From an optimization exercise on the open Yosys and OpenROAD flow, aimed at small area; shortcuts taken in it are not production practice. In this exercise RTL edits were held to simulation tests only and were not proved equivalent to the original. Power figures rest on the tool's default switching activity, not on a simulated workload.

// FloatingPointAdder
module FloatingPointAdder(
	input wire [26 : 0] in_1,
	input wire [26 : 0] in_2,
	input wire clk_pll,
	output wire [26 : 0] out
    );
Size: roughly 730 cells after synthesis, roughly 78 flip-flops, about 82 I/O pins, about 4900 sq um of cells after synthesis.
Settings: LEC_CHECK=0, CAP_MARGIN=20, CORE_MARGIN=2, CORE_UTILIZATION=60, CTS_BUF_LIST=sky130_fd_sc_hd__clkbuf_4, GPL_TIMING_DRIVEN=0, SLEW_MARGIN=20; clock period 5.5 ns.
standard.sh (not shown) runs the stock make flow with config.mk's settings and CLKGATE_MAP_FILE= SYNTH_SCRIPT=/design/flow/synth_recipe.tcl, a recipe that flattens the netlist after the stock synthesis.
==> flow/flow/run.sh <==
#!/bin/bash
# Standard ORFS layout with these changes:
#  - port buffers use the smallest buffer cell (buf_1);
#  - clock tree of clkbuf_4 cells, without dummy balancing loads;
#  - adders use Yosys's default Brent-Kung carry network, not Kogge-Stone;
#  - no full/half-adder cell extraction; ABC maps all logic with the
#    area-oriented script flow/area.abc.
# Synthesis is the standard flow's own script (synth_recipe.tcl) with only the ABC call
# changed; registers are unchanged.
set -e
W=$PWD
sed 's|^  log_cmd abc {\*}\$abc_args$|  log_cmd abc -script $::env(MY_ABC_SCRIPT) {*}[lrange $abc_args 2 end]|' \
  $FLOW_HOME/scripts/synth.tcl > $W/synth_mod.tcl
grep -q MY_ABC_SCRIPT $W/synth_mod.tcl
sed "s|source \$::env(SCRIPTS_DIR)/synth.tcl|source $W/synth_mod.tcl|" synth_recipe.tcl > $W/flow_synth.tcl
grep -q synth_mod.tcl $W/flow_synth.tcl
sed "s|SYNTH_SCRIPT=[^ ]*|SYNTH_SCRIPT=$W/flow_synth.tcl|" standard.sh > $W/flow_standard.sh
grep -q flow_synth.tcl $W/flow_standard.sh
export MY_ABC_SCRIPT=$W/flow/area.abc
export BUFFER_PORTS_ARGS="-buffer_cell sky130_fd_sc_hd__buf_1"
export SYNTH_OPERATIONS_ARGS="-nofsm"
export ADDER_MAP_FILE=
export CTS_ARGS="-sink_clustering_enable -repair_clock_nets -buf_list sky130_fd_sc_hd__clkbuf_4 -dont_use_dummy_load"
bash $W/flow_standard.sh > $W/standard.log 2>&1
==> flow/flow/area.abc <==
strash
balance -l
resub -K 6 -l
rewrite -l
resub -K 6 -N 2 -l
refactor -l
resub -K 8 -l
balance -l
resub -K 8 -N 2 -l
rewrite -l
resub -K 10 -l
rewrite -z -l
resub -K 10 -N 2 -l
balance -l
resub -K 12 -l
refactor -z -l
resub -K 12 -N 2 -l
rewrite -z -l
balance -l
dch -f
amap
topo
stime -c
The baseline completed without violations.
Next try:
--- a/flow/flow/run.sh
+++ b/flow/flow/run.sh
@@ -4 +3,0 @@
-#  - clock tree of clkbuf_4 cells, without dummy balancing loads;
@@ -6,2 +5 @@
-#  - no full/half-adder cell extraction; ABC maps all logic with the
-#    area-oriented script flow/area.abc.
+#  - ABC maps with the area-oriented script flow/area.abc.
@@ -22,2 +19,0 @@
-export ADDER_MAP_FILE=
-export CTS_ARGS="-sink_clustering_enable -repair_clock_nets -buf_list sky130_fd_sc_hd__clkbuf_4 -dont_use_dummy_load"
==> flow/flow/area.abc (replaced) <==
strash
&get -n
&fraig -x
&put
scorr
dc2
strash
&get -n
&dch -f
&nf
&put
topo
stime -c
CTS_BUF_LIST = sky130_fd_sc_hd__clkbuf_4 sky130_fd_sc_hd__clkbuf_8   (was sky130_fd_sc_hd__clkbuf_4)
GPL_TIMING_DRIVEN = not set   (was 0)
=> Cell count stays flat. Clock-buffer cell count climbs by 1. Clock skew drops by 0.027 ns. Power climbs by 33%. Via count drops by 4.0%.


## nickel
The RTL this note starts from:
==> flow/design.v <==
`timescale 1ns / 1ps
module FloatingPointAdder(
	input wire [26 : 0] in_1,
	input wire [26 : 0] in_2,
	input wire clk_pll,
	output wire [26 : 0] out
    );
	wire s1 = in_1[26];
	wire s2 = in_2[26];
	wire [7:0] e1 = in_1[25:18];
	wire [7:0] e2 = in_2[25:18];
	wire [17:0] f1 = in_1[17:0];
	wire [17:0] f2 = in_2[17:0];
	wire [8:0] ediff = {e1[7], e1} - {e2[7], e2};
	wire elt = ediff[8];
	wire swap = elt | ((e1 == e2) & (f1 < f2));
	wire [7:0] d = elt ? (e2 - e1) : ediff[7:0];
	reg p1_sign;
	reg p1_sub;
	reg [7:0] p1_exp;
	reg [17:0] p1_big;
	reg [17:0] p1_small;
	always @(posedge clk_pll)
	begin
		p1_sign <= swap ? s2 : s1;
		p1_sub <= s1 ^ s2;
		p1_exp <= swap ? e2 : e1;
		p1_big <= swap ? f2 : f1;
		p1_small <= (swap ? f1 : f2) >> d;
	end
	wire [18:0] sum = {1'b0, p1_big} + ({19{p1_sub}} ^ {1'b0, p1_small}) + {18'd0, p1_sub};
	reg [4:0] lz;
	integer i;
	always @(*)
	begin
		lz = 5'd19;
		for (i = 0; i <= 18; i = i + 1)
			if (sum[i]) lz = 18 - i;
	end
	wire zero = ~|sum;
	reg p2_sign;
	reg [7:0] p2_exp;
	reg [17:0] p2_sum;
	reg [4:0] p2_lz;
	always @(posedge clk_pll)
	begin
		p2_sign <= p1_sign & ~zero;
		p2_exp <= p1_exp;
		p2_sum <= sum[17:0];
		p2_lz <= lz;
	end
	wire [18:0] nrm = {1'b0, p2_sum} << p2_lz;
	wire [16:0] frac = nrm[17:1];
	wire [9:0] ex = {{2{p2_exp[7]}}, p2_exp} + 10'd1 - {5'd0, p2_lz};
	wire [7:0] exs = (ex[9] & ~&ex[8:7]) ? 8'h80 :
	                 (~ex[9] & |ex[8:7]) ? 8'h7f : ex[7:0];
	assign out = {p2_sign, exs, 1'b1, frac};
endmodule
==> flow/config.mk <==
export PLATFORM = sky130hd
export DESIGN_NAME = FloatingPointAdder
export DESIGN_NICKNAME = FloatingPointAdder
export VERILOG_FILES = /design/flow/design.v
export SDC_FILE = /design/flow/constraint.sdc
export NUM_CORES = 4
export LEC_CHECK = 0
export CAP_MARGIN = 20
export CORE_MARGIN = 2
export CORE_UTILIZATION = 40
export SLEW_MARGIN = 20
==> flow/constraint.sdc <==
create_clock -name core_clock -period 5.5 [get_ports {clk_pll}]
set_input_delay 1.1000 -clock core_clock [delete_from_list [all_inputs] [get_ports {clk_pll}]]
set_output_delay 1.1000 -clock core_clock [all_outputs]
set_load 0.01 [all_outputs]
==> flow/flow/run.sh <==
#!/bin/bash
# Standard ORFS layout with two changes: port buffers use the smallest
# buffer cell, and adders are mapped with Yosys's default (Brent-Kung)
# carry network instead of Kogge-Stone.
export BUFFER_PORTS_ARGS="-buffer_cell sky130_fd_sc_hd__buf_1"
export SYNTH_OPERATIONS_ARGS="-nofsm"
bash standard.sh > standard.log 2>&1
For sierra, these inputs were changed with respect to nickel:
# nickel
export LEC_CHECK = 0
export CAP_MARGIN = 20
export CORE_MARGIN = 2
export CORE_UTILIZATION = 40
export SLEW_MARGIN = 20
create_clock -name core_clock -period 5.5 [get_ports {clk_pll}]
# sierra
export LEC_CHECK = 0
export CAP_MARGIN = 20
export CORE_MARGIN = 2
export CORE_UTILIZATION = 60
export CTS_BUF_LIST = sky130_fd_sc_hd__clkbuf_4
export SLEW_MARGIN = 20
create_clock -name core_clock -period 5.5 [get_ports {clk_pll}]
==> flow/flow/run.sh <==
#!/bin/bash
# Standard ORFS layout with these changes:
#  - port buffers use the smallest buffer cell (buf_1);
#  - clock tree of clkbuf_4 cells, without dummy balancing loads;
#  - adders use Yosys's default Brent-Kung carry network, not Kogge-Stone;
#  - no full/half-adder cell extraction; ABC maps all logic with the
#    area-oriented script flow/area.abc.
# Synthesis is the standard flow's own script (synth_recipe.tcl) with only the ABC call
# changed; registers are unchanged.
set -e
W=$PWD
sed 's|^  log_cmd abc {\*}\$abc_args$|  log_cmd abc -script $::env(MY_ABC_SCRIPT) {*}[lrange $abc_args 2 end]|' \
  $FLOW_HOME/scripts/synth.tcl > $W/synth_mod.tcl
grep -q MY_ABC_SCRIPT $W/synth_mod.tcl
sed "s|source \$::env(SCRIPTS_DIR)/synth.tcl|source $W/synth_mod.tcl|" synth_recipe.tcl > $W/flow_synth.tcl
grep -q synth_mod.tcl $W/flow_synth.tcl
sed "s|SYNTH_SCRIPT=[^ ]*|SYNTH_SCRIPT=$W/flow_synth.tcl|" standard.sh > $W/flow_standard.sh
grep -q flow_synth.tcl $W/flow_standard.sh
export MY_ABC_SCRIPT=$W/flow/area.abc
export BUFFER_PORTS_ARGS="-buffer_cell sky130_fd_sc_hd__buf_1"
export SYNTH_OPERATIONS_ARGS="-nofsm"
export ADDER_MAP_FILE=
export CTS_ARGS="-sink_clustering_enable -repair_clock_nets -buf_list sky130_fd_sc_hd__clkbuf_4 -dont_use_dummy_load"
bash $W/flow_standard.sh > $W/standard.log 2>&1
==> flow/flow/area.abc (new file) <==
strash
balance -l
resub -K 6 -l
rewrite -l
resub -K 6 -N 2 -l
refactor -l
resub -K 8 -l
balance -l
resub -K 8 -N 2 -l
rewrite -l
resub -K 10 -l
rewrite -z -l
resub -K 10 -N 2 -l
balance -l
resub -K 12 -l
refactor -z -l
resub -K 12 -N 2 -l
rewrite -z -l
balance -l
dch -f
amap
topo
stime -c
==> comparison <==
Count of standard-cell rows (nickel / sierra): 1.4. Multi-input gate share of total cell area (sierra over nickel): decrease, 5.6 points. sierra: synthesized-area fraction occupied by and/or/nand/nor cells higher than nickel. In sierra relative to nickel, highest attainable clock frequency had gone down slightly. When sierra is set beside nickel, its count of nets after finishing turns out to be 10 smaller. nickel reached the end of the flow, and the finished layout is clean on the timing, design-rule and antenna checks. sierra finished end to end and its layout was clean on timing, DRC and antenna.
#### Input delta (xenon over sierra)
# sierra
export LEC_CHECK = 0
export CAP_MARGIN = 20
export CORE_MARGIN = 2
export CORE_UTILIZATION = 60
export CTS_BUF_LIST = sky130_fd_sc_hd__clkbuf_4
export SLEW_MARGIN = 20
create_clock -name core_clock -period 5.5 [get_ports {clk_pll}]
# xenon
export LEC_CHECK = 0
export CAP_MARGIN = 20
export CORE_MARGIN = 2
export CORE_UTILIZATION = 40
export SLEW_MARGIN = 20
create_clock -name core_clock -period 5.5 [get_ports {clk_pll}]
==> flow/run.sh (new file) <==
#!/bin/bash
# synth_recipe.tcl (not shown) runs the flow's synth.tcl, then flattens the netlist and writes it again
# the make line also repeats each setting of config.mk as NAME=value (left out here)
make -C /OpenROAD-flow-scripts/flow DESIGN_CONFIG=/design/flow/config.mk WORK_HOME=/design/flow/orfs CLKGATE_MAP_FILE= SYNTH_SCRIPT=/design/flow/synth_recipe.tcl finish
removed: flow/flow/run.sh
removed: flow/flow/area.abc
removed: flow/standard.sh
==> comparison <==
Comparing xenon and sierra, the higher wire length was measured on xenon.
The minimum clock period in xenon sits 200 ps below the value recorded for sierra.
Insertion delay of the later-clocked pin in the worst-skew pair ended up 80 ps lower on xenon than on sierra.
In xenon the cell count turned out 213 higher than in sierra.
For sierra, the beginning of the critical path was p1_sub$_DFF_P_, unlike xenon, where it was in_1[18].
Relative to sierra, worst clock skew on the final layout has gone down in xenon.
Looking at capturing instance or port of the critical path, the p1_small[0]$_SDFF_PP0_ result is from xenon; the p2_sign$_DFF_P_ one comes from sierra.
The inputs of juniper differ from those of xenon as listed below.
# xenon
export LEC_CHECK = 0
export CAP_MARGIN = 20
export CORE_MARGIN = 2
export CORE_UTILIZATION = 40
export SLEW_MARGIN = 20
create_clock -name core_clock -period 5.5 [get_ports {clk_pll}]
# juniper
export LEC_CHECK = 0
export CAP_MARGIN = 20
export CORE_MARGIN = 2
export CORE_UTILIZATION = 60
export CTS_BUF_LIST = sky130_fd_sc_hd__clkbuf_4
export SLEW_MARGIN = 20
create_clock -name core_clock -period 5.5 [get_ports {clk_pll}]
==> flow/flow/run.sh (new file) <==
#!/bin/bash
# Standard ORFS layout with these changes:
#  - port buffers use the smallest buffer cell (buf_1);
#  - clock tree of clkbuf_4 cells, without dummy balancing loads;
#  - adders use Yosys's default Brent-Kung carry network, not Kogge-Stone;
#  - no full/half-adder cell extraction; ABC maps all logic with the
#    area-oriented script flow/area.abc.
# Synthesis is the standard flow's own script (synth_recipe.tcl) with only the ABC call
# changed; registers are unchanged.
set -e
W=$PWD
sed 's|^  log_cmd abc {\*}\$abc_args$|  log_cmd abc -script $::env(MY_ABC_SCRIPT) {*}[lrange $abc_args 2 end]|' \
  $FLOW_HOME/scripts/synth.tcl > $W/synth_mod.tcl
grep -q MY_ABC_SCRIPT $W/synth_mod.tcl
sed "s|source \$::env(SCRIPTS_DIR)/synth.tcl|source $W/synth_mod.tcl|" synth_recipe.tcl > $W/flow_synth.tcl
grep -q synth_mod.tcl $W/flow_synth.tcl
sed "s|SYNTH_SCRIPT=[^ ]*|SYNTH_SCRIPT=$W/flow_synth.tcl|" standard.sh > $W/flow_standard.sh
grep -q flow_synth.tcl $W/flow_standard.sh
export MY_ABC_SCRIPT=$W/flow/area.abc
export BUFFER_PORTS_ARGS="-buffer_cell sky130_fd_sc_hd__buf_1"
export SYNTH_OPERATIONS_ARGS="-nofsm"
export ADDER_MAP_FILE=
export CTS_ARGS='-sink_clustering_enable -repair_clock_nets -buf_list {sky130_fd_sc_hd__clkbuf_4 sky130_fd_sc_hd__clkbuf_8} -root_buf sky130_fd_sc_hd__clkbuf_8 -dont_use_dummy_load'
bash $W/flow_standard.sh > $W/standard.log 2>&1
==> flow/flow/area.abc (new file) <==
strash
balance -l
resub -K 6 -l
rewrite -l
resub -K 6 -N 2 -l
refactor -l
resub -K 8 -l
balance -l
resub -K 8 -N 2 -l
rewrite -l
resub -K 10 -l
rewrite -z -l
resub -K 10 -N 2 -l
balance -l
resub -K 12 -l
refactor -z -l
resub -K 12 -N 2 -l
rewrite -z -l
balance -l
dch -f
amap
topo
stime -c
==> flow/standard.sh (new file) <==
#!/bin/bash
# synth_recipe.tcl (not shown) runs the flow's synth.tcl, then flattens the netlist and writes it again
# the make line also repeats each setting of config.mk as NAME=value (left out here)
make -C /OpenROAD-flow-scripts/flow DESIGN_CONFIG=/design/flow/config.mk WORK_HOME=/design/flow/orfs CLKGATE_MAP_FILE= SYNTH_SCRIPT=/design/flow/synth_recipe.tcl "${@:-finish}"
removed: flow/run.sh
--- outcome ---
Worst slew margin relative to its limit in juniper is 6.5 points above xenon.
Count of buffers inserted at the top-level ports: xenon vs juniper identical
Via count (juniper / xenon): 0.874
xenon has lower final period demand of the worst path than juniper.

what the ideal ports hide:
Ports are ideal in the flow. The routed layouts listed here were re-timed in OpenROAD.
Step 1 assumes that a clkbuf_16 drives the clock port and a buf_2 every other input.
Step 2, shift: input delay + t, output delay - t, t = (earliest + latest rising clock arrival at the registers) / 2. This alone moves slack from input paths to output paths.
Three values: no drivers, after step 1, after step 2; two values: the first two.
run | t (ns) | setup slack, ns | worst setup path after step 2 | pins driven straight from the clock port
the first run of note 1 | 0.412 | 0.422 / 0.422 / 0.036 | input to register | 1
the second run of note 1 | 0.365 | 0.428 / 0.422 / 0.056 | input to register | 1
nickel | 0.362 | 0.497 / 0.459 / 0.795 | input to register | 1
sierra | 0.427 | 0.433 / 0.433 / 0.099 | input to register | 1
xenon | 0.371 | 0.631 / 0.604 / 0.276 | input to register | 1
juniper | 0.359 | 0.361 / 0.361 / 0.097 | input to register | 1
After both steps every run listed still meets setup and hold. The setup slack of the first run of note 1, which loses most, moves by 0.000 ns with the drivers and by -0.386 ns with both steps.
